Context: an optimization exercise on an open-source flow, tuned for small area and a short achievable clock period. The choices shown serve that exercise and are no tape-out recipe.
At most, simulation tests tie the RTL to the original design; equivalence was not proved.
The RTL of runs 5 and 6 was laid out without a check of its function.
Power and IR drop assume default switching activity.

--- flow/constraint.sdc ---
create_clock -name core_clock -period 10.0 [get_ports {clk}]
set_input_delay 2.0000 -clock core_clock [delete_from_list [all_inputs] [get_ports {clk}]]
set_output_delay 2.0000 -clock core_clock [all_outputs]
set_load 0.01 [all_outputs]
--- flow/flow/margin.txt ---
6.5
--- flow/standard.sh ---
#!/bin/bash
# synth_recipe.tcl (not shown) runs the flow's synth.tcl, then flattens the netlist and writes it again
# the make line also repeats each setting of config.mk as NAME=value (left out here)
make -C /OpenROAD-flow-scripts/flow DESIGN_CONFIG=/design/flow/config.mk WORK_HOME=/design/flow/orfs CLKGATE_MAP_FILE= SYNTH_SCRIPT=/design/flow/synth_recipe.tcl "${@:-finish}"
--- flow/flow/run.sh ---
#!/bin/bash
# Standard ORFS layout, with two changes: port buffers use the small
# buf_1 cell (repair resizes them where timing needs it), and timing repair
# aims for extra setup slack.
set -euo pipefail
MARGIN=$(cat flow/margin.txt)
bash standard.sh \
	"BUFFER_PORTS_ARGS=-buffer_cell sky130_fd_sc_hd__buf_1" \
	"SETUP_SLACK_MARGIN=$MARGIN" \
	finish > standard.log 2>&1
--- flow/design.v ---
module comparator#(parameter WIDTH = 16)
(
	input [WIDTH-1:0] na,
	input [WIDTH-1:0] b,
	output o
);
reg [WIDTH-1:0] gg, pp;
integer w, x;
always@(*)
	begin
		gg = b & na;
		pp = b | na;
		for(w = WIDTH; w > 1; w = w / 2)
			for(x = 0; x < w / 2; x = x + 1)
				begin
					gg[x] = gg[2*x+1] | (pp[2*x+1] & gg[2*x]);
					pp[x] = pp[2*x+1] & pp[2*x];
				end
	end
assign o = gg[0] | pp[0];
endmodule
module comparator_nb#(parameter WIDTH = 16)
(
	input [WIDTH-1:0] a,
	input [WIDTH-1:0] nb,
	output o
);
reg [WIDTH-1:0] gg, pp;
integer w, x;
always@(*)
	begin
		gg = ~(nb | a);
		pp = ~(nb & a);
		for(w = WIDTH; w > 1; w = w / 2)
			for(x = 0; x < w / 2; x = x + 1)
				begin
					gg[x] = gg[2*x+1] | (pp[2*x+1] & gg[2*x]);
					pp[x] = pp[2*x+1] & pp[2*x];
				end
	end
assign o = gg[0] | pp[0];
endmodule
module sorter#
(
	parameter WIDTH = 16
)
(
	input clk,
	input rst,
	input [WIDTH-1:0] d1,
	input [WIDTH-1:0] d2,
	input [WIDTH-1:0] d3,
	input [WIDTH-1:0] d4,
	input start,
	input [1:0]M,
	output reg done,
	output [4*WIDTH-1:0]y
);
reg [1:0] cnt;       
reg v_r;             
reg first_r;         
reg last_r;          
wire first = ~M[0] | (cnt == 2'd0);
wire last  = ~M[0] | (cnt == 2'd3);
always@(posedge clk, negedge rst)
	begin
		if(!rst)
			begin
				cnt <= 0;
				v_r <= 0;
				first_r <= 0;
				last_r <= 0;
				done <= 0;
			end
		else
			begin
				if(start && M[0])
					cnt <= cnt + 1'b1;
				v_r <= start;
				first_r <= start & first;
				last_r <= start & last;
				done <= last_r;
			end
	end
wire [WIDTH-1:0] d [0:3];
assign d[0] = d1;
assign d[1] = d2;
assign d[2] = d3;
assign d[3] = d4;
wire le_d [0:3][0:3];
genvar gi, gj;
generate
	for(gi = 0; gi < 4; gi = gi + 1)
		for(gj = gi + 1; gj < 4; gj = gj + 1)
			begin: cmp_d
				comparator#(.WIDTH(WIDTH)) u(.na(~d[gi]), .b(d[gj]), .o(le_d[gi][gj]));
			end
endgenerate
reg bf [0:3][0:3];    
reg oh [0:3][0:3];    
reg x0, x1, x2;
integer i, j, k, p;
always@(*)
	begin
		for(i = 0; i < 4; i = i + 1)
			for(j = 0; j < 4; j = j + 1)
				if(i < j)
					bf[i][j] = le_d[i][j];
				else if(i > j)
					bf[i][j] = ~le_d[j][i];
				else
					bf[i][j] = 1'b0;
		for(j = 0; j < 4; j = j + 1)
			begin
				x0 = bf[(j+1)%4][j];
				x1 = bf[(j+2)%4][j];
				x2 = bf[(j+3)%4][j];
				oh[j][0] = ~x0 & ~x1 & ~x2;
				oh[j][1] = (x0 & ~x1 & ~x2) | (~x0 & x1 & ~x2) | (~x0 & ~x1 & x2);
				oh[j][2] = (~x0 & x1 & x2) | (x0 & ~x1 & x2) | (x0 & x1 & ~x2);
				oh[j][3] = x0 & x1 & x2;
			end
	end
reg [WIDTH-1:0] g [0:3];
reg oh_r [0:3][0:3];
always@(posedge clk)
	begin
		for(j = 0; j < 4; j = j + 1)
			begin
				g[j] <= d[j];
				for(p = 0; p < 4; p = p + 1)
					oh_r[j][p] <= oh[j][p];
			end
	end
reg [WIDTH-1:0] h [0:3];
always@(*)
	begin
		for(p = 0; p < 4; p = p + 1)
			begin
				h[p] = 0;
				for(j = 0; j < 4; j = j + 1)
					h[p] = h[p] | ({WIDTH{oh_r[j][p]}} & g[j]);
			end
	end
reg [WIDTH-1:0] s [0:3];
assign y = {s[3], s[2], s[1], s[0]};
reg c [0:3][0:3];
wire le_sh [0:3][0:3];
generate
	for(gi = 0; gi < 4; gi = gi + 1)
		for(gj = 0; gi + gj < 4; gj = gj + 1)
			begin: cmp_sh
				comparator_nb#(.WIDTH(WIDTH)) u(.a(s[gi]), .nb(~h[gj]), .o(le_sh[gi][gj]));
			end
endgenerate
reg sel;
reg [WIDTH-1:0] nxt [0:3];
always@(*)
	begin
		for(k = 0; k < 4; k = k + 1)
			for(j = 0; j < 4; j = j + 1)
				c[k][j] = (k + j <= 3) ? (~v_r | (~first_r & le_sh[k][j])) : 1'b0;
		for(p = 0; p < 4; p = p + 1)
			begin
				nxt[p] = 0;
				for(k = 0; k <= p; k = k + 1)
					begin
						sel = c[k][p-k];
						if(p - k >= 1)
							sel = sel & ~c[k][p-k-1];
						nxt[p] = nxt[p] | ({WIDTH{sel}} & s[k]);
					end
				for(j = 0; j <= p; j = j + 1)
					begin
						sel = ~c[p-j][j];
						if(p - j >= 1)
							sel = sel & c[p-j-1][j];
						nxt[p] = nxt[p] | ({WIDTH{sel}} & h[j]);
					end
			end
	end
always@(posedge clk)
	begin
		s[0] <= nxt[0];
		s[1] <= nxt[1];
		s[2] <= nxt[2];
		s[3] <= nxt[3];
	end
endmodule
--- flow/config.mk ---
export PLATFORM = sky130hd
export DESIGN_NAME = sorter
export DESIGN_NICKNAME = sorter
export VERILOG_FILES = /design/flow/design.v
export SDC_FILE = /design/flow/constraint.sdc
export NUM_CORES = 4
export LEC_CHECK = 0
export CAP_MARGIN = 20
export CELL_PAD_IN_SITES_DETAIL_PLACEMENT = 1
export CORE_MARGIN = 2
export CORE_UTILIZATION = 30
export SLEW_MARGIN = 20
export SYNTH_HIERARCHICAL = 1
export SYNTH_MINIMUM_KEEP_SIZE = 0
==> impl_metrics.env, run 1 <==
export IMPL_p_per_area_mw_per_mm2=285
export IMPL_global_route_wire_length_before_repair_mm=67.1
export IMPL_critPathKind="in -> reg"
export IMPL_worstPathMaxFanout=5
export IMPL_critPathTopFamily="simple AND/OR/NAND/NOR gates"
export IMPL_drt_total_wl_mm=44.4
export IMPL_final_min_clock_period_ps=3500
export IMPL_grt_busiest_layer="met2"
export IMPL_initial_utilization=0.303
export IMPL_irDropWorstVdd_mv=0.113
export IMPL_average_detailed_routed_wire_length_per_instance_um=24.4
export IMPL_yosysTopAreaCellShare=0.253
export IMPL_timing_rr_start="oh_r[14]"
export IMPL_global_route_usage_met2=0.383
export IMPL_timing_critical_path_to_type="flop"
export IMPL_first_global_vias=11800
export IMPL_place_hpwl_mm=31.7
export IMPL_drc_viols=0
export IMPL_worstSetupStartpointType="input port"
export IMPL_cts_tree="built"
export IMPL_max_slew_violations=0
export IMPL_synth_ff_latch_count=150
export IMPL_firstDrtPassIters=13
export IMPL_antenna_found_initial=0
export IMPL_synth_most_common_cell="sky130_fd_sc_hd__dfxtp_1"
export IMPL_cp_num_buf_inv=3
export IMPL_final_setup_violation_count=0
export IMPL_ys_types=54
export IMPL_critPathMaxStageDelay_ps=450
export IMPL_cts_htree_levels=4
export IMPL_synth_cell_area_mm2=0.0101
export IMPL_antenna_violating_nets_post_route=0
export IMPL_core_region_area_mm2=0.0334
export IMPL_synthTopCellsByArea="sky130_fd_sc_hd__dfxtp_1 25%, sky130_fd_sc_hd__a22o_1 6.1%, sky130_fd_sc_hd__a22oi_1 5.4%"
export IMPL_grt_use_total=0.237
export IMPL_timing_hold_worst_start="last_r"
export IMPL_fin_crit_sh=0.350
export IMPL_synth_fp_nets=1278
export IMPL_groute_layer_met1_usage=0.324
export IMPL_nFillCells=3971
export IMPL_postSynthAreaPerCell_um2=8.41
export IMPL_slew_headroom=0.430
export IMPL_path_clk_slew_ps=70
export IMPL_timing_worst_slew_pin_value_ps=856
export IMPL_max_cap_violations=0
export IMPL_list_of_most_frequent_post_synthesis_cells="128 x sky130_fd_sc_hd__dfxtp_1, 104 x sky130_fd_sc_hd__o21ai_0, 87 x sky130_fd_sc_hd__inv_1"
export IMPL_finalClockSkew_ps=14.2
export IMPL_boundary_pin_count=134
export IMPL_chipHeight_um=188
export IMPL_cts_inserted_buffers=17
export IMPL_drt_first_iter_violations=1554
export IMPL_timing_hold_violations_final=0
export IMPL_port_buffers=132
export IMPL_grt_setup_unrepaired="true"
export IMPL_use_met3=0.0363
export IMPL_fmaxAchievable_mhz=286
export IMPL_finalSetupTns_ps=0
export IMPL_path_cells="buf_2, inv_8, or2_1, maj3_2, a21oi_2, nor4_2, or3_4, buf_4, nor3b_1"
export IMPL_arrival_ps=3810
export IMPL_gp_congestion=0.913
export IMPL_final_layout_size_suffix_gt1_frac=0.176
export IMPL_netlist_instances=1207
export IMPL_fp_dieArea_mm2=0.0353
export IMPL_vias_cell=6.65
export IMPL_power_total_mw=3.56
export IMPL_grt_overflow=0
export IMPL_worst_skew_pair_late_latency_ps=440
export IMPL_synth_top_flop_cell="sky130_fd_sc_hd__dfxtp_1"
export IMPL_final_net_count=1429
export IMPL_critPathSlowestCell="sky130_fd_sc_hd__or3_4"
export IMPL_crit_required_ps=10310
export IMPL_synth_warning_count=25
export IMPL_die_width_um=188
export IMPL_register_area_share_after_synthesis=0.315
export IMPL_run_status="no timing/DRC/antenna violations"
export IMPL_clock_root_buffer="sky130_fd_sc_hd__clkbuf_16"
export IMPL_grt_max_degree=17
export IMPL_timing_hold_worst_class="reg -> reg"
export IMPL_area_growth_syn_to_layout_pct=23.3
export IMPL_cts_max_path_buffers=2
export IMPL_leak_nw=4.78
export IMPL_ys_async_sr_fraction=0.0400
export IMPL_startpoint="d2[5]"
export IMPL_row_count=67
export IMPL_via_count=12100
export IMPL_number_of_flops_mapped_to_enable_cells_by_yosys=16
export IMPL_antenna_diode_count=0
export IMPL_total_clock_sinks=150
export IMPL_synthDominantAreaCellType="sky130_fd_sc_hd__dfxtp_1"
worst reg2reg max path: cells and delay by family, from the launching register on:
kind	cells	cell delay, ps
flops	1	470
buf+inv	2	420
compound gates	7	1580
simple gates	3	850
metal layers:
metal,share of wire,vias to the layer above
met2,0.46,697
met4,0.025,0
met5,0,-
li1,-,5336
met1,0.43,5971
met3,0.087,87
cell families (layout without fill, tap and decap cells):
group                    Yosys count  after routing  synth area share
buffers and inverters            150            313            0.0626
multiplexers                       1              1           0.00111
AO/OA/AOI/OAI                    685            685             0.505
XOR/XNOR                           4              4           0.00345
AND/OR/NAND/NOR                  209            210             0.104
flip-flops                       150            150             0.315
adder cells (fa/ha/maj)            8              8           0.00912
where the power goes:
group          switching, mW  leakage (nW)  internal [mW]  total (mW)
Combinational          0.980          3.18          0.726        1.71
Clock                  0.296         0.276          0.329       0.625
Sequential             0.447          1.32          0.780        1.23
cell usage in the layout, fill, tap and decap left out, types with 15 or more instances in the layout:
cell type	count
sky130_fd_sc_hd__o211a_1	20
sky130_fd_sc_hd__dfxtp_1	112
sky130_fd_sc_hd__o31ai_1	25
sky130_fd_sc_hd__o21ai_0	102
sky130_fd_sc_hd__nor3_1	15
sky130_fd_sc_hd__a221oi_1	25
sky130_fd_sc_hd__o22ai_1	73
sky130_fd_sc_hd__clkbuf_2	26
sky130_fd_sc_hd__a31oi_1	48
sky130_fd_sc_hd__buf_1	99
sky130_fd_sc_hd__edfxtp_1	16
sky130_fd_sc_hd__nor2_1	24
sky130_fd_sc_hd__nand3_1	28
sky130_fd_sc_hd__nand2_1	63
sky130_fd_sc_hd__clkbuf_16	17
sky130_fd_sc_hd__a21oi_1	55
sky130_fd_sc_hd__a222oi_1	49
sky130_fd_sc_hd__buf_4	57
sky130_fd_sc_hd__inv_1	69
sky130_fd_sc_hd__a22oi_1	73
sky130_fd_sc_hd__a22o_1	71
sky130_fd_sc_hd__a2bb2oi_1	23
path summary, 6_finish.rpt:
| check | cells after the start | slack (ps) | endpoint |
|---|---|---|---|
| min in group asynchronous | 1 | 1430 | done |
| setup reg to reg | 12 | 6550 | s[3][15] |
| hold reg to reg | 0 | 350 | done |
| max in group asynchronous | 1 | 8350 | cnt[1] |
| setup / recovery | 9 | 6500 | oh_r[7] |
| hold / removal | 0 | 350 | done |
cell type report:
| class | count | area (µm²) | share of cell area |
|---|---|---|---|
| well taps | 448 | 561 | 0.0448 |
| clock buffers | 17 | 425 | 0.0340 |
| multi-input cells | 908 | 6750 | 0.540 |
| inverters | 87 | 348 | 0.0278 |
| flip-flops and latches | 150 | 3240 | 0.259 |
| clock inverters | 15 | 131 | 0.0105 |
| repair buffers | 194 | 1050 | 0.0839 |
per-stage QoR:
stage	cells	utilization	hold WS, ps	setup slack, ps	cell area, µm²
floorplan	1207	-	331	6440	10200
global placement	1748	0.333	339	5890	11100
detailed placement	1750	0.334	338	5860	11200
CTS	1789	0.358	353	6420	12000
global route	1819	0.374	381	6410	12500
finish	1819	0.374	355	6500	12500
repair_timing:
action                                  CTS  global route
pin swaps                                 1            20
gates resized for setup                  48            79
endpoints found under the setup margin   76            78
hold buffers                              0             0
cloned                                    0             1
setup buffers                             7            29
endpoints found under the hold margin     0             0
==> run 2, diff against run 1 <==
--- a/flow/config.mk
+++ b/flow/config.mk
@@ -6,7 +6,6 @@
 export NUM_CORES = 4
 export LEC_CHECK = 0
 export CAP_MARGIN = 20
-export CELL_PAD_IN_SITES_DETAIL_PLACEMENT = 1
 export CORE_MARGIN = 2
 export CORE_UTILIZATION = 30
 export SLEW_MARGIN = 20
==> run 2 against run 1 <==
Against the previous run: still clean; first-iteration DRC count up 11%; sequential share of layout area up 0.31 points; critical path depth unchanged; sequential power about the same; wire length down 9.4%; clock power up 5.3%; power down 1.3%; synthesized cell count unchanged; non-clock buffer count down 19; die area unchanged; synthesized area unchanged; critical path type unchanged; largest cell class unchanged.
==> impl_metrics.env, run 2 <==
export IMPL_post_cts_hold_buffer_count=0
export IMPL_end_point_of_the_worst_hold_path="done"
export IMPL_initial_utilization=0.303
export IMPL_fp_dieArea_mm2=0.0353
export IMPL_port_buffers=132
export IMPL_antenna_found_initial=0
export IMPL_total_clock_sinks=150
export IMPL_synth_most_common_cell="sky130_fd_sc_hd__dfxtp_1"
export IMPL_clk_network_pwr_share=0.187
export IMPL_drc_viols=0
export IMPL_crit_required_ps=10320
export IMPL_final_min_clock_period_ps=3470
export IMPL_postLayoutSetupSlackWorst_ps=6530
export IMPL_place_hpwl_mm=29.4
export IMPL_chipHeight_um=188
export IMPL_via_count=11700
export IMPL_grt_overflow=0
export IMPL_placement_cell_area_mm2=0.0112
export IMPL_layout_commonest_cell="sky130_fd_sc_hd__dfxtp_1"
export IMPL_arrival_ps=3780
export IMPL_run_status="no timing/DRC/antenna violations"
export IMPL_antenna_diode_count=0
export IMPL_antenna_violating_nets_post_route=0
export IMPL_cts_inserted_buffers=17
export IMPL_final_setup_violation_count=0
export IMPL_fmaxAchievable_mhz=289
export IMPL_slew_headroom=0.301
export IMPL_final_util=0.369
export IMPL_pre_cts_ws_ps=5890
export IMPL_worst_r2r_endpoint="s[3][3]"
export IMPL_fin_crit_sh=0.347
export IMPL_netlist_instances=1207
export IMPL_reg2regPathDepth=9
export IMPL_clock_root_buffer="sky130_fd_sc_hd__clkbuf_16"
export IMPL_register_area_share_after_synthesis=0.315
export IMPL_gp_congestion=0.913
export IMPL_ys_types=54
export IMPL_path_clk_slew_ps=60
export IMPL_ys_async_sr_fraction=0.0400
export IMPL_list_of_most_frequent_post_synthesis_cells="128 x sky130_fd_sc_hd__dfxtp_1, 104 x sky130_fd_sc_hd__o21ai_0, 87 x sky130_fd_sc_hd__inv_1"
export IMPL_reg2reg_setup_slack_ps=6580
export IMPL_worstSetupStartpointType="input port"
export IMPL_post_route_cell_area_mm2=0.0124
export IMPL_total_switching_power_mw=1.63
export IMPL_max_cap_violations=0
export IMPL_leak_nw=4.68
export IMPL_average_detailed_routed_wire_length_per_instance_um=22.4
export IMPL_final_net_count=1409
export IMPL_core_region_area_mm2=0.0334
export IMPL_global_route_wire_length_before_repair_mm=61.9
export IMPL_drt_total_wl_mm=40.3
export IMPL_cts_htree_levels=4
export IMPL_boundary_pin_count=134
export IMPL_critPathKind="in -> reg"
export IMPL_synth_warning_count=25
export IMPL_nFillCells=3407
export IMPL_synth_cell_area_mm2=0.0101
export IMPL_irDropWorstVdd_mv=0.133
export IMPL_pwr_share_comb=0.464
export IMPL_max_slew_violations=0
export IMPL_hold_path_depth=0
export IMPL_synth_fp_nets=1278
export IMPL_final_layout_size_suffix_gt1_frac=0.151
export IMPL_cts_max_path_buffers=2
export IMPL_finalNonFillerCells=1799
export IMPL_finalClockSkew_ps=12.8
export IMPL_grt_max_degree=17
export IMPL_firstDrtPassIters=10
export IMPL_synthTopCellsByArea="sky130_fd_sc_hd__dfxtp_1 25%, sky130_fd_sc_hd__a22o_1 6.1%, sky130_fd_sc_hd__a22oi_1 5.4%"
export IMPL_grt_use_total=0.219
export IMPL_first_global_vias=10700
export IMPL_timing_rr_start="oh_r[11]"
export IMPL_p_int_mw=1.88
export IMPL_timing_hold_worst_class="reg -> reg"
export IMPL_worst_skew_pair_late_latency_ps=430
export IMPL_row_count=67
export IMPL_synth_top_flop_cell="sky130_fd_sc_hd__dfxtp_1"
export IMPL_timing_hold_violations_final=0
export IMPL_synthDominantAreaCellType="sky130_fd_sc_hd__dfxtp_1"
export IMPL_p_per_area_mw_per_mm2=284
export IMPL_finalSetupTns_ps=0
export IMPL_seq_power_share=0.348
export IMPL_worstPathMaxFanout=7
export IMPL_number_of_flops_mapped_to_enable_cells_by_yosys=16
export IMPL_synth_ff_latch_count=150
export IMPL_die_width_um=188
export IMPL_yosysTopAreaCellShare=0.253
export IMPL_drt_first_iter_violations=1731
export IMPL_layout_cells_most_common_list="114 x sky130_fd_sc_hd__dfxtp_1, 106 x sky130_fd_sc_hd__buf_1, 103 x sky130_fd_sc_hd__o21ai_0, 77 x sky130_fd_sc_hd__inv_1"
export IMPL_area_growth_syn_to_layout_pct=21.7
export IMPL_timing_critical_path_to_type="flop"
export IMPL_timing_worst_slew_pin_value_ps=1040
export IMPL_netSwitchingFraction=0.464
export IMPL_grt_setup_unrepaired="true"
export IMPL_postSynthAreaPerCell_um2=8.41
export IMPL_timing_hold_worst_start="last_r"
export IMPL_cts_tree="built"
export IMPL_vias_cell=6.53
export IMPL_placed_cells_incl_taps=1750
[run 2: per-stage QoR]
step | power [mW] | hold slack, ps
CTS | 3.39 | 353
global placement | 2.65 | 339
floorplan | 2.11 | 331
finish | 3.51 | 355
global route | 3.70 | 378
detailed placement | 2.69 | 340
[run 2: routing by layer]
layer / vias to the layer above / routed length, µm / global-route usage
li1: 5291 / - / -
met1: 5642 / 17500 / 0.322
met2: 742 / 17700 / 0.334
met3: 68 / 4230 / 0.0284
met4: 0 / 873 / 0.0627
met5: - / 0 / 0
[run 2: cells by family (layout without fill, tap and decap cells)]
family | count (synthesis) | in the layout | share of synthesized area
adders and majority gates | 8 | 8 | 0.00912
AOI/OAI and AO/OA | 685 | 685 | 0.505
muxes | 1 | 1 | 0.00111
DFF | 150 | 150 | 0.315
buffers and inverters | 150 | 294 | 0.0626
xor gates and xnor gates | 4 | 4 | 0.00345
and+or+nand+nor | 209 | 209 | 0.104
[run 2: how the worst max path moves through the flow]
| stage | from | end | slack, ps | depth (start not counted) |
|---|---|---|---|---|
| final | d3[5] | oh_r[13] | 6530 | 9 |
| after detailed placement | d4[14] | oh_r[5] | 5890 | 9 |
| after global routing | oh_r[14] | s[3][15] | 6410 | 12 |
| after CTS | d2[5] | oh_r[6] | 6500 | 9 |
| after global placement | d4[14] | oh_r[5] | 5890 | 9 |
| after floorplan | d1[14] | oh_r[2] | 6440 | 9 |
[run 2: area by class of cell]
| cell class | count | area, µm² | share of cell area |
|---|---|---|---|
| clock buffer | 21 | 472 | 0.0382 |
| clock inverter | 11 | 121 | 0.00983 |
| inverter | 87 | 344 | 0.0279 |
| multi-input combinational | 907 | 6710 | 0.543 |
| sequential | 150 | 3240 | 0.262 |
| tap | 448 | 561 | 0.0454 |
| timing repair buffer | 175 | 908 | 0.0735 |
[run 2: power by group through the flow]
stage / registers, mW / logic (mW) / clock network, mW
finish: 1.22 / 1.63 / 0.658
global route: 1.24 / 1.77 / 0.687
CTS: 1.19 / 1.54 / 0.661
detailed placement: 1.19 / 1.50 / 0
global placement: 1.18 / 1.46 / 0
floorplan: 1.06 / 1.05 / 0
[run 2: critical path: stages]
cell and delay, ps:
sky130_fd_sc_hd__buf_2 150, sky130_fd_sc_hd__inv_1 60, sky130_fd_sc_hd__or2_1 240, sky130_fd_sc_hd__maj3_2 310
sky130_fd_sc_hd__a21oi_2 120, sky130_fd_sc_hd__nor4_2 60, sky130_fd_sc_hd__or3_4 440, sky130_fd_sc_hd__xor2_2 200
sky130_fd_sc_hd__o21a_1 190
[run 2: repair_timing]
action	in CTS	in global routing
resized for setup	38	67
pin swaps	0	10
endpoints found under the setup margin	58	57
buffers inserted	1	16
==> run 3, diff against run 2 <==
==> flow/flow/margin.txt (replaced) <==
6.6
--- a/flow/config.mk
+++ b/flow/config.mk
@@ -8,6 +8,7 @@
 export CAP_MARGIN = 20
 export CORE_MARGIN = 2
 export CORE_UTILIZATION = 30
+export CTS_BUF_LIST = sky130_fd_sc_hd__clkbuf_8
 export SLEW_MARGIN = 20
 export SYNTH_HIERARCHICAL = 1
 export SYNTH_MINIMUM_KEEP_SIZE = 0
==> run 3 against run 2 <==
Against the previous run: non-clock buffer count rose by 31; count of clock-buffer cells in the layout fell by 4; via count rose by 0.88%; worst hold slack improved by 8.8 ps; clock power fell by 21%; global-route usage fell by 0.29 points; die area did not move; flip-flop and latch count did not move; cell area rose by 1.6%; synthesized area did not move; clock skew rose by 2.5 ps; synthesized cell count did not move; critical path type unchanged; critical endpoint unchanged; highest routed layer unchanged.
==> impl_metrics.env, run 3 <==
export IMPL_run_status="no timing/DRC/antenna violations"
export IMPL_critPathMaxStageDelay_ps=440
export IMPL_grt_overflow=0
export IMPL_nFillCells=3435
export IMPL_clk_network_pwr_share=0.152
export IMPL_netlist_instances=1207
export IMPL_layout_commonest_cell="sky130_fd_sc_hd__dfxtp_1"
export IMPL_finalNonFillerCells=1832
export IMPL_final_net_count=1442
export IMPL_synth_ff_latch_count=150
export IMPL_multi_input_area_mm2=0.00682
export IMPL_synth_fp_nets=1278
export IMPL_postSynthAreaPerCell_um2=8.41
export IMPL_antenna_violating_nets_post_route=0
export IMPL_timing_hold_worst_start="last_r"
export IMPL_netSwitchingFraction=0.480
export IMPL_leak_nw=4.81
export IMPL_timing_worst_slew_pin_value_ps=811
export IMPL_worstPathMaxFanout=7
export IMPL_synth_warning_count=25
export IMPL_p_per_area_mw_per_mm2=273
export IMPL_global_route_wire_length_before_repair_mm=60.6
export IMPL_register_area_share_after_synthesis=0.315
export IMPL_cts_htree_levels=4
export IMPL_drt_first_iter_violations=1720
export IMPL_path_cells="buf_1, or2_1, maj3_2, a21oi_2, nor4_4, or3_4, xor2_2, o21a_1"
export IMPL_via_count=11800
export IMPL_timing_rr_start="oh_r[10]"
export IMPL_critPathSlowestCell="sky130_fd_sc_hd__or3_4"
export IMPL_clock_root_buffer="sky130_fd_sc_hd__clkbuf_8"
export IMPL_ys_types=54
export IMPL_yosysTopAreaCellShare=0.253
export IMPL_grt_use_total=0.216
export IMPL_cts_max_path_buffers=2
export IMPL_placement_cell_area_mm2=0.0112
export IMPL_initial_utilization=0.303
export IMPL_drt_total_wl_mm=40.4
export IMPL_area_growth_syn_to_layout_pct=23.6
export IMPL_timing_hold_violations_final=0
export IMPL_grt_setup_unrepaired="true"
export IMPL_seq_power_share=0.339
export IMPL_pwr_share_comb=0.510
export IMPL_firstDrtPassIters=8
export IMPL_reg2regPathDepth=12
export IMPL_p_int_mw=1.78
export IMPL_final_setup_violation_count=0
export IMPL_fin_crit_sh=0.340
export IMPL_total_clock_sinks=150
export IMPL_grt_busiest_layer="met1"
export IMPL_groute_layer_met1_usage=0.322
export IMPL_synth_top_flop_cell="sky130_fd_sc_hd__dfxtp_1"
export IMPL_use_met3=0.0354
export IMPL_layout_cells_most_common_list="110 x sky130_fd_sc_hd__dfxtp_1, 101 x sky130_fd_sc_hd__o21ai_0, 96 x sky130_fd_sc_hd__buf_1, 73 x sky130_fd_sc_hd__a22oi_1, 73 x sky130_fd_sc_hd__inv_1"
export IMPL_worst_skew_pair_late_latency_ps=470
export IMPL_synthTopCellsByArea="sky130_fd_sc_hd__dfxtp_1 25%, sky130_fd_sc_hd__a22o_1 6.1%, sky130_fd_sc_hd__a22oi_1 5.4%"
export IMPL_list_of_most_frequent_post_synthesis_cells="128 x sky130_fd_sc_hd__dfxtp_1, 104 x sky130_fd_sc_hd__o21ai_0, 87 x sky130_fd_sc_hd__inv_1"
export IMPL_boundary_pin_count=134
export IMPL_arrival_ps=3760
export IMPL_path_clk_slew_ps=90
export IMPL_fp_dieArea_mm2=0.0353
export IMPL_synth_most_common_cell="sky130_fd_sc_hd__dfxtp_1"
export IMPL_vias_cell=6.47
export IMPL_critPathKind="in -> reg"
export IMPL_finalSetupTns_ps=0
export IMPL_finalClockSkew_ps=15.3
export IMPL_max_cap_violations=0
export IMPL_die_width_um=188
export IMPL_place_hpwl_mm=29.1
export IMPL_slew_headroom=0.460
export IMPL_average_detailed_routed_wire_length_per_instance_um=22.1
export IMPL_timing_critical_path_to_type="flop"
export IMPL_port_buffers=132
export IMPL_hold_path_depth=0
export IMPL_core_region_area_mm2=0.0334
export IMPL_antenna_found_initial=0
export IMPL_worstSetupStartpointType="input port"
export IMPL_irDropWorstVdd_mv=0.127
export IMPL_final_min_clock_period_ps=3400
export IMPL_total_switching_power_mw=1.65
export IMPL_cts_tree="built"
export IMPL_crit_required_ps=10360
export IMPL_gp_congestion=0.927
export IMPL_fmaxAchievable_mhz=294
export IMPL_synth_cell_area_mm2=0.0101
export IMPL_timing_hold_worst_class="reg -> reg"
export IMPL_chipHeight_um=188
export IMPL_reg2reg_setup_slack_ps=6690
export IMPL_startpoint="d4[5]"
export IMPL_first_global_vias=10400
export IMPL_post_cts_hold_buffer_count=0
export IMPL_number_of_flops_mapped_to_enable_cells_by_yosys=16
export IMPL_cts_inserted_buffers=17
export IMPL_synthDominantAreaCellType="sky130_fd_sc_hd__dfxtp_1"
export IMPL_drc_viols=0
export IMPL_global_route_usage_met2=0.322
export IMPL_regArea_mm2=0.00325
export IMPL_ys_async_sr_fraction=0.0400
export IMPL_antenna_diode_count=0
export IMPL_max_slew_violations=0
export IMPL_final_layout_size_suffix_gt1_frac=0.192
export IMPL_post_route_cell_area_mm2=0.0125
export IMPL_grt_max_degree=17
export IMPL_placed_cells_incl_taps=1746
export IMPL_row_count=67
-- run 3: cell counts after synthesis --
Identical to the previous run, type by type.
-- run 3: repair_timing --
item / CTS / global route
pin swaps: 0 / 13
setup endpoints to repair: 82 / 82
buffers inserted: 9 / 42
cloned: 0 / 2
resized for setup: 50 / 86
-- run 3: final cells by class --
class	count	area share
multi-input combinational	909	0.544
sequential	150	0.259
timing repair buffer	206	0.0910
tap	448	0.0447
inverter	87	0.0279
clock buffer	17	0.0187
clock inverter	15	0.0154
-- run 3: cell families after synthesis --
logic type | share of synthesized area
compound gates | 0.505
simple gates | 0.104
buf+inv | 0.0626
flops | 0.315
fa+ha+maj | 0.00912
xor+xnor | 0.00345
mux | 0.00111
-- run 3: stage by stage --
step | setup WS [ps] | hold slack [ps] | util | total power, mW
2_1_floorplan | 6440 | 331 | - | 2.11
5_1_grt | 6540 | 374 | 0.375 | 3.62
6_report | 6600 | 364 | 0.375 | 3.43
4_1_cts | 6570 | 365 | 0.355 | 3.25
3_3_place_gp | 5940 | 339 | 0.333 | 2.64
3_5_place_dp | 5900 | 339 | 0.333 | 2.67
-- run 3: path summary, 6_finish.rpt --
path,end
min reg2reg,done
min in group asynchronous,first_r
min,done
max in group asynchronous,v_r
max,oh_r[13]
max reg2reg,s[3][15]
-- run 3: routing by layer --
layer  vias up  share of wire  wire length (µm)
li1       5368              -                 -
met1      5631           0.44             17800
met2       797           0.43             17500
met3        50           0.11              4470
met4         0          0.018               713
met5         -              0                 0
-- run 3: worst max-delay path, delay by kind of cell --
family | cells | cell delay [ps]
XOR/XNOR | 1 | 170
AO/OA/AOI/OAI | 2 | 340
buffers and inverters | 1 | 160
AND/OR/NAND/NOR | 3 | 790
adder cells (fa/ha/maj) | 1 | 300
-- run 3: power groups by stage --
| stage | Combinational (mW) | Clock, mW | Sequential [mW] |
|---|---|---|---|
| after floorplan | 1.06 | 0 | 1.06 |
| after global placement | 1.46 | 0 | 1.18 |
| after detailed placement | 1.49 | 0 | 1.19 |
| after CTS | 1.56 | 0.527 | 1.17 |
| after global routing | 1.89 | 0.553 | 1.18 |
| final | 1.75 | 0.520 | 1.16 |
==> run 4, diff against run 3 <==
==> flow/run.sh (new file) <==
#!/bin/bash
# synth_recipe.tcl (not shown) runs the flow's synth.tcl, then flattens the netlist and writes it again
# the make line also repeats each setting of config.mk as NAME=value (left out here)
make -C /OpenROAD-flow-scripts/flow DESIGN_CONFIG=/design/flow/config.mk WORK_HOME=/design/flow/orfs CLKGATE_MAP_FILE= SYNTH_SCRIPT=/design/flow/synth_recipe.tcl finish
--- a/flow/config.mk
+++ b/flow/config.mk
@@ -9,6 +9,7 @@
 export CORE_MARGIN = 2
 export CORE_UTILIZATION = 30
 export CTS_BUF_LIST = sky130_fd_sc_hd__clkbuf_8
+export SETUP_SLACK_MARGIN = 5
 export SLEW_MARGIN = 20
 export SYNTH_HIERARCHICAL = 1
 export SYNTH_MINIMUM_KEEP_SIZE = 0
removed: flow/flow/run.sh
removed: flow/flow/margin.txt
removed: flow/standard.sh
==> run 4 against run 3 <==
Against the previous run: still clean on timing, DRC and antenna; critical path depth up 2; sequential power up 4%; cell area fell by 1.2%; synthesized area unchanged; sequential share of layout area is 0.11 points lower; wire length decreased by 2.6%; first-iteration DRC count decreased by 6.0%; die area stayed put; non-clock buffer count is 46 lower; clock power barely moved; synthesized cell count is the same; maximum frequency down 18%; critical path type is now reg -> reg; largest cell class unchanged.
==> impl_metrics.env, run 4 <==
export IMPL_postSynthAreaPerCell_um2=8.41
export IMPL_finalClockSkew_ps=25.8
export IMPL_clock_root_buffer="sky130_fd_sc_hd__clkbuf_8"
export IMPL_path_clk_slew_ps=100
export IMPL_global_route_wire_length_before_repair_mm=61.7
export IMPL_area_growth_syn_to_layout_pct=22.2
export IMPL_average_detailed_routed_wire_length_per_instance_um=22.1
export IMPL_timing_hold_worst_class="reg -> reg"
export IMPL_finalNonFillerCells=1784
export IMPL_via_count=11500
export IMPL_synthDominantAreaCellType="sky130_fd_sc_hd__dfxtp_1"
export IMPL_fin_crit_sh=0.415
export IMPL_layout_commonest_cell="sky130_fd_sc_hd__clkdlybuf4s50_1"
export IMPL_fmaxAchievable_mhz=241
export IMPL_worstPathMaxFanout=16
export IMPL_cts_setup_buffers=0
export IMPL_slew_headroom=0.229
export IMPL_port_buffers=132
export IMPL_power_total_mw=3.39
export IMPL_firstDrtPassIters=10
export IMPL_die_width_um=188
export IMPL_synth_warning_count=25
export IMPL_antenna_found_initial=0
export IMPL_gp_congestion=0.900
export IMPL_cts_tree="built"
export IMPL_leak_nw=4.72
export IMPL_total_clock_sinks=150
export IMPL_cts_htree_levels=4
export IMPL_p_per_area_mw_per_mm2=274
export IMPL_timing_worst_slew_pin_value_ps=1160
export IMPL_cts_inserted_buffers=17
export IMPL_cts_repair_resized=0
export IMPL_arrival_ps=4500
export IMPL_grt_max_degree=17
export IMPL_list_of_most_frequent_post_synthesis_cells="128 x sky130_fd_sc_hd__dfxtp_1, 104 x sky130_fd_sc_hd__o21ai_0, 87 x sky130_fd_sc_hd__inv_1"
export IMPL_timing_critical_path_to_type="flop"
export IMPL_final_layout_size_suffix_gt1_frac=0.0771
export IMPL_crit_required_ps=10350
export IMPL_finalSetupTns_ps=0
export IMPL_yosysTopAreaCellShare=0.253
export IMPL_ys_types=54
export IMPL_grt_setup_unrepaired="false"
export IMPL_worstSetupStartpointType="flop"
export IMPL_netlist_instances=1207
export IMPL_chipHeight_um=188
export IMPL_synth_ff_latch_count=150
export IMPL_timing_hold_violations_final=0
export IMPL_critPathKind="reg -> reg"
export IMPL_layout_cells_most_common_list="132 x sky130_fd_sc_hd__clkdlybuf4s50_1, 128 x sky130_fd_sc_hd__dfxtp_1, 104 x sky130_fd_sc_hd__o21ai_0, 88 x sky130_fd_sc_hd__inv_1"
export IMPL_placed_cells_incl_taps=1751
export IMPL_drt_total_wl_mm=39.4
export IMPL_ys_async_sr_fraction=0.0400
export IMPL_place_hpwl_mm=29.4
export IMPL_irDropWorstVdd_mv=0.143
export IMPL_row_count=67
export IMPL_grt_overflow=0
export IMPL_final_setup_violation_count=0
export IMPL_register_area_share_after_synthesis=0.315
export IMPL_antenna_violating_nets_post_route=0
export IMPL_post_cts_hold_buffer_count=0
export IMPL_boundary_pin_count=134
export IMPL_number_of_flops_mapped_to_enable_cells_by_yosys=16
export IMPL_drt_first_iter_violations=1616
export IMPL_fp_dieArea_mm2=0.0353
export IMPL_max_slew_violations=0
export IMPL_core_region_area_mm2=0.0334
export IMPL_initial_utilization=0.303
export IMPL_synth_fp_nets=1278
export IMPL_drc_viols=0
export IMPL_final_net_count=1394
export IMPL_run_status="no timing/DRC/antenna violations"
export IMPL_synthTopCellsByArea="sky130_fd_sc_hd__dfxtp_1 25%, sky130_fd_sc_hd__a22o_1 6.1%, sky130_fd_sc_hd__a22oi_1 5.4%"
export IMPL_synth_top_flop_cell="sky130_fd_sc_hd__dfxtp_1"
export IMPL_vias_cell=6.45
export IMPL_worst_skew_pair_late_latency_ps=470
export IMPL_final_min_clock_period_ps=4150
export IMPL_antenna_diode_count=0
export IMPL_max_cap_violations=0
export IMPL_synth_cell_area_mm2=0.0101
export IMPL_cts_max_path_buffers=2
export IMPL_grt_use_total=0.218
export IMPL_synth_most_common_cell="sky130_fd_sc_hd__dfxtp_1"
export IMPL_first_global_vias=10700
## run 4: cell counts after synthesis
No cell type changed its count.
## run 4: logic make-up after synthesis
group	after synthesis	synth area share
multiplexers	1	0.00111
flip-flops	150	0.315
AND/OR/NAND/NOR	209	0.104
adder cells (fa/ha/maj)	8	0.00912
buffers and inverters	150	0.0626
AO/OA/AOI/OAI	685	0.505
XOR/XNOR	4	0.00345
## run 4: per-stage QoR
stage                     hold WS (ps)  area (µm²)  utilization  worst slack, ps
after floorplan                    331       10100            -             6220
after global placement             337       11900        0.357             5530
after detailed placement           341       12000        0.357             5570
after CTS                          360       12400        0.370             5970
after global routing               364       12400        0.371             5610
final                              357       12400        0.371             5850
## run 4: final timing paths
path                               start       end  slack (ps)  cells after the start
min in group asynchronous            rst      done        1770                      1
worst max-delay path            oh_r[10]  s[3][10]        5850                     10
max in group asynchronous            rst       v_r        8010                      1
worst min register to register    last_r      done         360                      0
worst min-delay path              last_r      done         360                      0
worst max register to register  oh_r[10]  s[3][10]        5850                     10
## run 4: cell type report
type | count | area [µm²]
inverters | 87 | 327
clock buffers | 17 | 234
multi-input cells | 907 | 6340
flip-flops and latches | 150 | 3190
well taps | 448 | 561
fillers | 3378 | 21100
clock inverters | 15 | 198
repair buffers | 160 | 1540
## run 4: power breakdown
| group | total, mW | switching (mW) | internal (mW) |
|---|---|---|---|
| clock network | 0.519 | 0.245 | 0.273 |
| registers | 1.21 | 0.435 | 0.774 |
| logic | 1.67 | 0.870 | 0.797 |
## run 4: per-layer routing
metal | GRT usage | up-vias | part of all wire
li1 | - | 5260 | -
met1 | 0.315 | 5515 | 0.45
met2 | 0.332 | 665 | 0.44
met3 | 0.0343 | 65 | 0.090
met4 | 0.0648 | 0 | 0.021
met5 | 0.00549 | - | 0
## run 4: worst max-delay path, cell delays in order, from the launching register on
cell and delay (ps):
sky130_fd_sc_hd__dfxtp_1 540, sky130_fd_sc_hd__a22o_1 330, sky130_fd_sc_hd__a221oi_1 890, sky130_fd_sc_hd__a222oi_1 250, sky130_fd_sc_hd__a22o_1 270, sky130_fd_sc_hd__o21ai_0 140
sky130_fd_sc_hd__nand3_1 150, sky130_fd_sc_hd__inv_1 160, sky130_fd_sc_hd__or3_1 530, sky130_fd_sc_hd__o221ai_1 210, sky130_fd_sc_hd__or4_1 570
==> run 5, diff against run 4 <==
==> flow/design.v (replaced) <==
module sorter#
(
	parameter WIDTH = 16
)
(
	input clk,
	input rst,
	input [WIDTH-1:0] d1,
	input [WIDTH-1:0] d2,
	input [WIDTH-1:0] d3,
	input [WIDTH-1:0] d4,
	input start,
	input [1:0]M,
	output reg done,
	output [4*WIDTH-1:0]y
);
reg [1:0] cnt;       
reg v_r;             
reg first_r;         
reg last_r;          
wire first = ~M[0] | (cnt == 2'd0);
wire last  = ~M[0] | (cnt == 2'd3);
always@(posedge clk, negedge rst)
	begin
		if(!rst)
			begin
				cnt <= 0;
				v_r <= 0;
				first_r <= 0;
				last_r <= 0;
				done <= 0;
			end
		else
			begin
				if(start && M[0])
					cnt <= cnt + 1'b1;
				v_r <= start;
				first_r <= start & first;
				last_r <= start & last;
				done <= last_r;
			end
	end
reg [WIDTH-1:0] g [0:3];
always@(posedge clk)
	begin
		g[0] <= d1;
		g[1] <= d2;
		g[2] <= d3;
		g[3] <= d4;
	end
reg [WIDTH-1:0] s [0:3];
assign y = {s[3], s[2], s[1], s[0]};
reg c [0:3][0:3];
reg b [0:3][0:3];
reg [2:0] ns;         
reg [2:0] ng;         
reg [WIDTH-1:0] nxt [0:3];
integer i, j, k, p;
always@(*)
	begin
		for(j = 0; j < 4; j = j + 1)
			for(k = 0; k < 4; k = k + 1)
				c[j][k] = ~v_r | (~first_r & (s[k] <= g[j]));
		for(i = 0; i < 4; i = i + 1)
			for(j = 0; j < 4; j = j + 1)
				b[i][j] = (i < j) ? (g[i] <= g[j]) : 1'b0;
		for(p = 0; p < 4; p = p + 1)
			nxt[p] = 0;
		for(j = 0; j < 4; j = j + 1)
			begin
				ns = c[j][0] + c[j][1] + c[j][2] + c[j][3];
				ng = 0;
				for(i = 0; i < 4; i = i + 1)
					if(i < j)
						ng = ng + b[i][j];
					else if(i > j)
						ng = ng + !b[j][i];
				for(p = 0; p < 4; p = p + 1)
					if(ns + ng == p)
						nxt[p] = nxt[p] | g[j];
			end
		for(k = 0; k < 4; k = k + 1)
			begin
				ng = !c[0][k] + !c[1][k] + !c[2][k] + !c[3][k];
				for(p = k; p < 4; p = p + 1)
					if(ng == p - k)
						nxt[p] = nxt[p] | s[k];
			end
	end
always@(posedge clk)
	begin
		s[0] <= nxt[0];
		s[1] <= nxt[1];
		s[2] <= nxt[2];
		s[3] <= nxt[3];
	end
endmodule
==> flow/config.mk (replaced) <==
export PLATFORM = sky130hd
export DESIGN_NAME = sorter
export DESIGN_NICKNAME = sorter
export VERILOG_FILES = /design/flow/design.v
export SDC_FILE = /design/flow/constraint.sdc
export NUM_CORES = 4
export LEC_CHECK = 0
export CAP_MARGIN = 20
export CORE_MARGIN = 2
export CORE_UTILIZATION = 40
export SLEW_MARGIN = 20
==> run 5 against run 4 <==
Against the previous run: via count up 19%; cell area is 30% higher; worst hold slack gained 9.8 ps; wire length grew 36%; setup slack worse by 2100 ps; critical path depth grew 6.
==> impl_metrics.env, run 5 <==
export IMPL_area_share_of_and_or_nand_nor_cells_after_synthesis=0.148
export IMPL_worst_skew_pair_late_latency_ps=460
export IMPL_layout_cells_most_common_list="362 x sky130_fd_sc_hd__ha_1, 135 x sky130_fd_sc_hd__a22oi_1, 132 x sky130_fd_sc_hd__clkdlybuf4s50_1, 129 x sky130_fd_sc_hd__a21oi_1, 128 x sky130_fd_sc_hd__dfxtp_1"
export IMPL_list_of_most_frequent_post_synthesis_cells="362 x sky130_fd_sc_hd__ha_1, 135 x sky130_fd_sc_hd__a22oi_1, 129 x sky130_fd_sc_hd__a21oi_1"
export IMPL_multi_input_area_mm2=0.0103
export IMPL_antenna_found_initial=0
export IMPL_grt_overflow=0
export IMPL_synth_fa_ha_area_frac=0.364
export IMPL_drc_viols=0
export IMPL_critPathMaxStageDelay_ps=900
export IMPL_cts_max_path_buffers=2
export IMPL_yosys_mux_area_fraction=0.000830
export IMPL_critical_path_cell_count=16
export IMPL_regArea_mm2=0.00271
export IMPL_crit_required_ps=10390
export IMPL_via_count=13700
export IMPL_final_net_count=2094
export IMPL_global_route_wire_length_before_repair_mm=79.7
export IMPL_timing_critical_path_to_type="flop"
export IMPL_worst_path_most_repeated_cell="sky130_fd_sc_hd__fa_1"
export IMPL_initial_utilization=0.405
export IMPL_run_status="no timing/DRC/antenna violations"
export IMPL_synth_top_family_by_area="adder cells"
export IMPL_postSynthAreaPerCell_um2=8.99
export IMPL_layout_top_registers="g (64), s (64), cnt (2)"
export IMPL_critPathTopFamily="adder cells"
export IMPL_antenna_diode_count=0
export IMPL_nFillCells=3198
export IMPL_grt_use_total=0.300
export IMPL_post_route_cell_area_mm2=0.0161
export IMPL_worstPathMaxFanout=16
export IMPL_die_width_um=188
export IMPL_core_region_area_mm2=0.0334
export IMPL_cts_setup_buffers=0
export IMPL_ys_types=58
export IMPL_synth_compound_area_share=0.247
export IMPL_placement_cell_area_mm2=0.0155
export IMPL_grt_setup_unrepaired="false"
export IMPL_final_min_clock_period_ps=6280
export IMPL_netlist_instances=1509
export IMPL_timing_hold_violations_final=0
export IMPL_vias_cell=6.52
export IMPL_power_total_mw=4.63
export IMPL_post_cts_hold_buffer_count=0
export IMPL_antenna_violating_nets_post_route=0
export IMPL_critPathSlowestCell="sky130_fd_sc_hd__a2111oi_0"
export IMPL_ys_async_sr_fraction=0.0448
export IMPL_final_setup_violation_count=0
export IMPL_critPathKind="reg -> reg"
export IMPL_fmaxAchievable_mhz=159
export IMPL_fp_dieArea_mm2=0.0354
export IMPL_synth_cell_area_mm2=0.0136
export IMPL_path_clk_slew_ps=60
export IMPL_slew_headroom=0.295
export IMPL_total_clock_sinks=134
export IMPL_cts_repair_resized=0
export IMPL_synthDominantAreaCellType="sky130_fd_sc_hd__ha_1"
export IMPL_cts_htree_levels=4
export IMPL_synthXorXnorAreaFrac=0.000646
export IMPL_hold_path_depth=0
export IMPL_drt_first_iter_violations=1621
export IMPL_layout_commonest_cell="sky130_fd_sc_hd__ha_1"
export IMPL_cts_tree="built"
export IMPL_cts_inserted_buffers=17
export IMPL_leak_nw=7.36
export IMPL_fin_crit_sh=0.628
export IMPL_final_layout_size_suffix_gt1_frac=0.0478
export IMPL_yosysTopAreaCellShare=0.334
export IMPL_first_global_vias=13300
export IMPL_timing_hold_worst_class="reg -> reg"
export IMPL_synth_ff_latch_count=134
export IMPL_row_count=67
export IMPL_finalClockSkew_ps=19.3
export IMPL_firstDrtPassIters=9
export IMPL_register_area_share_after_synthesis=0.200
export IMPL_cp_num_buf_inv=3
export IMPL_synthTopCellsByArea="sky130_fd_sc_hd__ha_1 33%, sky130_fd_sc_hd__dfxtp_1 19%, sky130_fd_sc_hd__a22oi_1 7.5%"
export IMPL_average_detailed_routed_wire_length_per_instance_um=25.5
export IMPL_synth_fp_nets=1960
export IMPL_grt_max_degree=36
export IMPL_port_buffers=132
export IMPL_worstSetupStartpointType="flop"
export IMPL_synth_warning_count=6
export IMPL_drt_total_wl_mm=53.6
export IMPL_place_hpwl_mm=42.8
export IMPL_synth_most_common_cell="sky130_fd_sc_hd__ha_1"
export IMPL_reg2regPathDepth=16
export IMPL_chipHeight_um=188
export IMPL_area_growth_syn_to_layout_pct=18.5
export IMPL_number_of_flops_mapped_to_enable_cells_by_yosys=0
export IMPL_clock_root_buffer="sky130_fd_sc_hd__clkbuf_16"
export IMPL_max_cap_violations=0
export IMPL_arrival_ps=6670
export IMPL_timing_worst_slew_pin_value_ps=1030
export IMPL_finalSetupTns_ps=0
export IMPL_gp_congestion=0.972
export IMPL_max_slew_violations=0
export IMPL_path_cells="inv_1, ha_1, a21o_1, a21oi_1, a21oi_1, a2111oi_0, a31oi_1, fa_1, inv_1, fa_1, inv_1, fa_1, fa_1, and3_1, a22oi_1, nand2_1"
export IMPL_boundary_pin_count=134
export IMPL_synth_top_flop_cell="sky130_fd_sc_hd__dfxtp_1"
export IMPL_irDropWorstVdd_mv=0.208
export IMPL_p_per_area_mw_per_mm2=288
==> run 5: cell count changes in the layout (fill, tap and decap cells not counted), sizes merged, moves of 55 or more <==
cell	previous run	this run
o21ai	114	24
ha	2	362
a22oi	73	135
a22o	71	16
nand4	4	71
a21oi	67	129
nand3	31	110
o22ai	73	0
==> run 5: final timing paths <==
path,endpoint,start,slack [ps]
worst max-delay path,s[0][2],g[0][10],3720
worst min-delay path,done,last_r,370
worst min register to register,done,last_r,370
max in group asynchronous,cnt[0],rst,8000
min in group asynchronous,done,rst,1790
worst max register to register,s[0][2],g[0][10],3720
==> run 5: cells by family (layout without fill, tap and decap cells) <==
group | Yosys count | count (layout)
AOI/OAI and AO/OA | 474 | 474
xor gates and xnor gates | 1 | 1
adders and majority gates | 382 | 382
buffers and inverters | 140 | 285
DFF | 134 | 134
muxes | 1 | 1
and+or+nand+nor | 377 | 377
==> run 5: worst register-to-register path, cell delays in order (launching register included) <==
cell and delay (ps):
sky130_fd_sc_hd__dfxtp_1 640, sky130_fd_sc_hd__inv_1 220, sky130_fd_sc_hd__ha_1 370, sky130_fd_sc_hd__a21o_1 190
sky130_fd_sc_hd__a21oi_1 140, sky130_fd_sc_hd__a21oi_1 90, sky130_fd_sc_hd__a2111oi_0 900, sky130_fd_sc_hd__a31oi_1 340
sky130_fd_sc_hd__fa_1 560, sky130_fd_sc_hd__inv_1 60, sky130_fd_sc_hd__fa_1 540, sky130_fd_sc_hd__inv_1 60
sky130_fd_sc_hd__fa_1 470, sky130_fd_sc_hd__fa_1 620, sky130_fd_sc_hd__and3_1 730, sky130_fd_sc_hd__a22oi_1 200
sky130_fd_sc_hd__nand2_1 110
==> run 5: report_power, final <==
part,switching [mW],leakage [nW],internal [mW]
clock network,0.255,0.274,0.389
logic,1.63,5.94,1.25
registers,0.408,1.15,0.698
==> run 5: layout make-up <==
type                            instances  area share
Multi-Input combinational cell       1235       0.644
Timing Repair Buffer                  155      0.0929
Inverter                              100      0.0233
Tap cell                              448      0.0349
Sequential cell                       134       0.169
Clock buffer                           18      0.0267
Clock inverter                         12     0.00973
==> run 5: metal layers <==
metal	share of wire	GRT usage
met5	0	0
met4	0.048	0.151
met3	0.093	0.0634
met2	0.43	0.456
met1	0.43	0.399
==> run 5: through the flow <==
stage               worst slack, ps  cells  utilization  hold WS [ps]
floorplan                      5310   1509            -           331
global placement               3920   2071        0.462           341
detailed placement             3930   2072        0.463           345
CTS                            3910   2102        0.481           372
global route                   3640   2102        0.481           374
finish                         3720   2102        0.481           367
==> run 6, diff against run 5 <==
--- a/flow/design.v
+++ b/flow/design.v
@@ -51,40 +51,77 @@
 reg [WIDTH-1:0] s [0:3];
 assign y = {s[3], s[2], s[1], s[0]};
 reg c [0:3][0:3];
-reg b [0:3][0:3];
-reg [2:0] ns;         
-reg [2:0] ng;         
+reg bf [0:3][0:3];
+reg ps [0:3][0:4];    
+reg qg [0:3][0:3];    
+reg zs [0:3][0:3];    
+reg [1:0] n1;
+reg [2:0] n2;
+reg sel;
 reg [WIDTH-1:0] nxt [0:3];
-integer i, j, k, p;
+integer i, j, k, m, p;
+function le;
+	input [WIDTH-1:0] a;
+	input [WIDTH-1:0] b;
+	reg [WIDTH-1:0] gg, pp;
+	integer w, x;
+	begin
+		gg = b & ~a;
+		pp = b | ~a;
+		for(w = WIDTH; w > 1; w = w / 2)
+			for(x = 0; x < w / 2; x = x + 1)
+				begin
+					gg[x] = gg[2*x+1] | (pp[2*x+1] & gg[2*x]);
+					pp[x] = pp[2*x+1] & pp[2*x];
+				end
+		le = gg[0] | pp[0];
+	end
+endfunction
 always@(*)
 	begin
 		for(j = 0; j < 4; j = j + 1)
 			for(k = 0; k < 4; k = k + 1)
-				c[j][k] = ~v_r | (~first_r & (s[k] <= g[j]));
+				c[j][k] = ~v_r | (~first_r & le(s[k], g[j]));
 		for(i = 0; i < 4; i = i + 1)
 			for(j = 0; j < 4; j = j + 1)
-				b[i][j] = (i < j) ? (g[i] <= g[j]) : 1'b0;
-		for(p = 0; p < 4; p = p + 1)
-			nxt[p] = 0;
+				if(i < j)
+					bf[i][j] = le(g[i], g[j]);
+				else if(i > j)
+					bf[i][j] = ~le(g[j], g[i]);
+				else
+					bf[i][j] = 1'b0;
 		for(j = 0; j < 4; j = j + 1)
 			begin
-				ns = c[j][0] + c[j][1] + c[j][2] + c[j][3];
-				ng = 0;
+				ps[j][0] = ~c[j][0];
+				for(m = 1; m < 4; m = m + 1)
+					ps[j][m] = c[j][m-1] & ~c[j][m];
+				ps[j][4] = c[j][3];
+				n1 = 0;
+				n2 = 0;
 				for(i = 0; i < 4; i = i + 1)
-					if(i < j)
-						ng = ng + b[i][j];
-					else if(i > j)
-						ng = ng + !b[j][i];
-				for(p = 0; p < 4; p = p + 1)
-					if(ns + ng == p)
-						nxt[p] = nxt[p] | g[j];
+					if(i != j)
+						n2 = n2 + bf[i][j];
+				for(m = 0; m < 4; m = m + 1)
+					qg[j][m] = (n2 == m);
 			end
 		for(k = 0; k < 4; k = k + 1)
 			begin
-				ng = !c[0][k] + !c[1][k] + !c[2][k] + !c[3][k];
-				for(p = k; p < 4; p = p + 1)
-					if(ng == p - k)
-						nxt[p] = nxt[p] | s[k];
+				n2 = !c[0][k] + !c[1][k] + !c[2][k] + !c[3][k];
+				for(m = 0; m < 4; m = m + 1)
+					zs[k][m] = (n2 == m);
+			end
+		for(p = 0; p < 4; p = p + 1)
+			begin
+				nxt[p] = 0;
+				for(j = 0; j < 4; j = j + 1)
+					begin
+						sel = 1'b0;
+						for(m = 0; m <= p; m = m + 1)
+							sel = sel | (ps[j][m] & qg[j][p-m]);
+						nxt[p] = nxt[p] | ({WIDTH{sel}} & g[j]);
+					end
+				for(k = 0; k <= p; k = k + 1)
+					nxt[p] = nxt[p] | ({WIDTH{zs[k][p-k]}} & s[k]);
 			end
 	end
 always@(posedge clk)
--- a/flow/config.mk
+++ b/flow/config.mk
@@ -7,5 +7,5 @@
 export LEC_CHECK = 0
 export CAP_MARGIN = 20
 export CORE_MARGIN = 2
-export CORE_UTILIZATION = 40
+export CORE_UTILIZATION = 30
 export SLEW_MARGIN = 20
==> run 6 against run 5 <==
Against the previous run: worst hold slack worse by 12 ps; maximum frequency is 1.8% lower; setup slack worse by 110 ps; die area is 20% higher; largest power group unchanged.
==> impl_metrics.env, run 6 <==
export IMPL_run_status="no timing/DRC/antenna violations"
export IMPL_timing_hold_worst_class="reg -> reg"
export IMPL_layout_top_registers="g (64), s (64), cnt (2)"
export IMPL_timing_hold_violations_final=0
export IMPL_initial_utilization=0.302
export IMPL_arrival_ps=6790
export IMPL_seq_power_share=0.244
export IMPL_nFillCells=4319
export IMPL_timing_rr_start="g[2][9]"
export IMPL_cts_repair_resized=0
export IMPL_postLayoutSetupSlackWorst_ps=3610
export IMPL_yosysTopAreaCellShare=0.209
export IMPL_netlist_instances=1639
export IMPL_worstPathMaxFanout=12
export IMPL_max_cap_violations=0
export IMPL_average_detailed_routed_wire_length_per_instance_um=31.2
export IMPL_critPathMaxStageDelay_ps=1010
export IMPL_path_clk_slew_ps=70
export IMPL_layout_commonest_cell="sky130_fd_sc_hd__nand2_1"
export IMPL_vias_cell=6.73
export IMPL_total_clock_sinks=134
export IMPL_synth_top_flop_cell="sky130_fd_sc_hd__dfxtp_1"
export IMPL_grt_setup_unrepaired="false"
export IMPL_synth_cell_area_mm2=0.0123
export IMPL_first_global_vias=14000
export IMPL_synth_most_common_cell="sky130_fd_sc_hd__nand2_1"
export IMPL_postSynthAreaPerCell_um2=7.48
export IMPL_finalSetupTns_ps=0
export IMPL_global_route_wire_length_before_repair_mm=96.9
export IMPL_netSwitchingFraction=0.519
export IMPL_slew_headroom=0.204
export IMPL_final_setup_violation_count=0
export IMPL_fmaxAchievable_mhz=156
export IMPL_fin_crit_sh=0.639
export IMPL_ys_async_sr_fraction=0.0448
export IMPL_register_area_share_after_synthesis=0.221
export IMPL_clock_root_buffer="sky130_fd_sc_hd__clkbuf_16"
export IMPL_clk_network_pwr_share=0.147
export IMPL_worstSetupStartpointType="flop"
export IMPL_synthDominantAreaCellType="sky130_fd_sc_hd__dfxtp_1"
export IMPL_grt_overflow=0
export IMPL_die_width_um=206
export IMPL_synth_fp_nets=1726
export IMPL_drc_viols=0
export IMPL_synth_ff_latch_count=134
export IMPL_power_total_mw=4.78
export IMPL_cp_num_buf_inv=3
export IMPL_cts_tree="built"
export IMPL_crit_required_ps=10390
export IMPL_reg2regPathDepth=18
export IMPL_boundary_pin_count=134
export IMPL_max_slew_violations=0
export IMPL_firstDrtPassIters=8
export IMPL_worst_r2r_endpoint="s[3][4]"
export IMPL_final_min_clock_period_ps=6390
export IMPL_cts_setup_buffers=0
export IMPL_chipHeight_um=206
export IMPL_antenna_found_initial=3
export IMPL_pre_cts_ws_ps=3650
export IMPL_cts_max_path_buffers=2
export IMPL_drt_total_wl_mm=68.4
export IMPL_critical_path_cell_count=18
export IMPL_worst_skew_pair_late_latency_ps=480
export IMPL_via_count=14700
export IMPL_fp_dieArea_mm2=0.0425
export IMPL_place_hpwl_mm=47.4
export IMPL_pwr_share_comb=0.609
export IMPL_critPathTopFamily="compound AO/OA/AOI/OAI gates"
export IMPL_synthTopCellsByArea="sky130_fd_sc_hd__dfxtp_1 21%, sky130_fd_sc_hd__nand2_1 5.3%, sky130_fd_sc_hd__maj3_1 5.1%"
export IMPL_number_of_flops_mapped_to_enable_cells_by_yosys=0
export IMPL_critPathSlowestCell="sky130_fd_sc_hd__a2111oi_1"
export IMPL_post_cts_hold_buffer_count=0
export IMPL_antenna_violating_nets_post_route=0
export IMPL_reg2reg_setup_slack_ps=3610
export IMPL_total_switching_power_mw=2.48
export IMPL_cts_inserted_buffers=17
export IMPL_drt_first_iter_violations=2125
export IMPL_synth_warning_count=9
export IMPL_endpoint_of_the_most_critical_setup_path="s[3][4]"
export IMPL_final_net_count=1733
export IMPL_startpoint="g[2][9]"
export IMPL_core_region_area_mm2=0.0406
export IMPL_p_int_mw=2.30
export IMPL_p_per_area_mw_per_mm2=330
export IMPL_row_count=74
export IMPL_port_buffers=132
export IMPL_grt_use_total=0.317
export IMPL_path_cells="inv_2, a222oi_1, nand2_1, a2111oi_1, o22ai_1, maj3_2, maj3_2, o21ai_0, fa_1, inv_1, ha_1, ha_1, nor3_4, buf_8, a22oi_1, nand2_1, a221oi_1, o211ai_1"
export IMPL_irDropWorstVdd_mv=0.156
export IMPL_list_of_most_frequent_post_synthesis_cells="173 x sky130_fd_sc_hd__nand2_1, 128 x sky130_fd_sc_hd__dfxtp_1, 102 x sky130_fd_sc_hd__clkbuf_1"
export IMPL_gp_congestion=1.02
export IMPL_area_growth_syn_to_layout_pct=18.0
export IMPL_timing_worst_slew_pin_value_ps=1190
export IMPL_leak_nw=5.33
export IMPL_finalClockSkew_ps=18.8
export IMPL_timing_critical_path_to_type="flop"
export IMPL_final_layout_size_suffix_gt1_frac=0.0875
export IMPL_ys_types=92
export IMPL_grt_max_degree=59
export IMPL_layout_cells_most_common_list="172 x sky130_fd_sc_hd__nand2_1, 132 x sky130_fd_sc_hd__clkdlybuf4s50_1, 128 x sky130_fd_sc_hd__dfxtp_1, 92 x sky130_fd_sc_hd__inv_1, 85 x sky130_fd_sc_hd__o21ai_0"
export IMPL_cts_htree_levels=4
export IMPL_critPathKind="reg -> reg"
## run 6: cell count changes after synthesis, sizes merged, moves of 46 or more
cell / previous run / this run
buf: 11 / 68
nand4: 71 / 23
maj3: 0 / 80
o21ai: 24 / 93
ha: 362 / 10
nand2: 84 / 173
clkbuf: 29 / 103
a22oi: 135 / 71
a21oi: 129 / 83
## run 6: worst min path at each step
stage / from / end / slack [ps] / cells past startpoint
after floorplan: last_r / done / 330 / 0
after global placement: last_r / done / 340 / 0
after detailed placement: last_r / done / 350 / 0
after CTS: last_r / done / 360 / 0
after global routing: last_r / done / 370 / 0
final: last_r / done / 360 / 0
## run 6: area by class of cell
| cell class | count | area, µm² | area share |
|---|---|---|---|
| well taps | 532 | 666 | 0.0460 |
| flip-flops and latches | 134 | 2710 | 0.187 |
| diodes | 1 | 2.50 | 0.000173 |
| repair buffers | 159 | 1570 | 0.108 |
| inverters | 116 | 435 | 0.0301 |
| clock inverters | 11 | 173 | 0.0119 |
| clock buffers | 20 | 457 | 0.0315 |
| multi-input cells | 1218 | 8460 | 0.584 |
## run 6: routing by layer
layer	global-route usage	wire length, µm
met1	0.400	26700
met2	0.484	29900
met3	0.0810	7590
met4	0.189	4220
met5	0	0
## run 6: per-stage QoR
step                 util  hold slack (ps)  cells  area (µm²)
floorplan               -              331   1639       12300
global placement    0.339              335   2153       13700
detailed placement  0.340              347   2155       13800
CTS                 0.355              362   2186       14400
global route        0.357              369   2190       14500
finish              0.357              355   2191       14500
## run 6: power by group through the flow
stage / logic (mW) / clock network [mW] / registers (mW)
detailed placement: 2.75 / 0 / 1.15
finish: 2.91 / 0.704 / 1.17
global route: 3.05 / 0.733 / 1.18
floorplan: 1.81 / 0 / 0.850
global placement: 2.69 / 0 / 1.15
CTS: 2.76 / 0.712 / 1.14
## run 6: cells by family after synthesis
kind of cell,share of synthesized area
AOI/OAI and AO/OA,0.382
and+or+nand+nor,0.204
buffers and inverters,0.101
DFF,0.221
adders and majority gates,0.0903
muxes,0.00173
xor gates and xnor gates,0.000714

## what the ideal ports hide
Ports are ideal in the flow. The routed layouts listed here were re-timed in OpenROAD. Step 1, drivers: a clkbuf_16 drives clk and a buf_2 each remaining input, both assumed. Step 2 times the ports against the registers' clock, not the clock port: input delays grow and output delays shrink by t, the midpoint of the rising clock arrivals with the driver on. Slacks: ideal / step 1 / step 2; pairs: ideal / step 1.
run | shift t [ns] | slack for setup (ns) | worst slew at a driven data input, ns | pins driven straight from the clock port
run 1 | 0.477 | 6.501 / 6.524 / 6.053 | 0.04 | 1
run 2 | 0.476 | 6.534 / 6.525 / 6.088 | 0.04 | 1
run 3 | 0.504 | 6.600 / 6.585 / 6.122 | 0.04 | 1
run 4 | 0.505 | 5.850 / 5.850 / 5.514 | 0.04 | 1
run 5 | 0.501 | 3.718 / 3.718 / 3.718 | 0.03 | 1
run 6 | 0.520 | 3.606 / 3.606 / 3.606 | 0.04 | 1
After both steps every run listed still meets setup and hold. For run 3, which loses most, drivers alone change the setup slack by -0.015 ns; drivers and shift together by -0.478 ns.
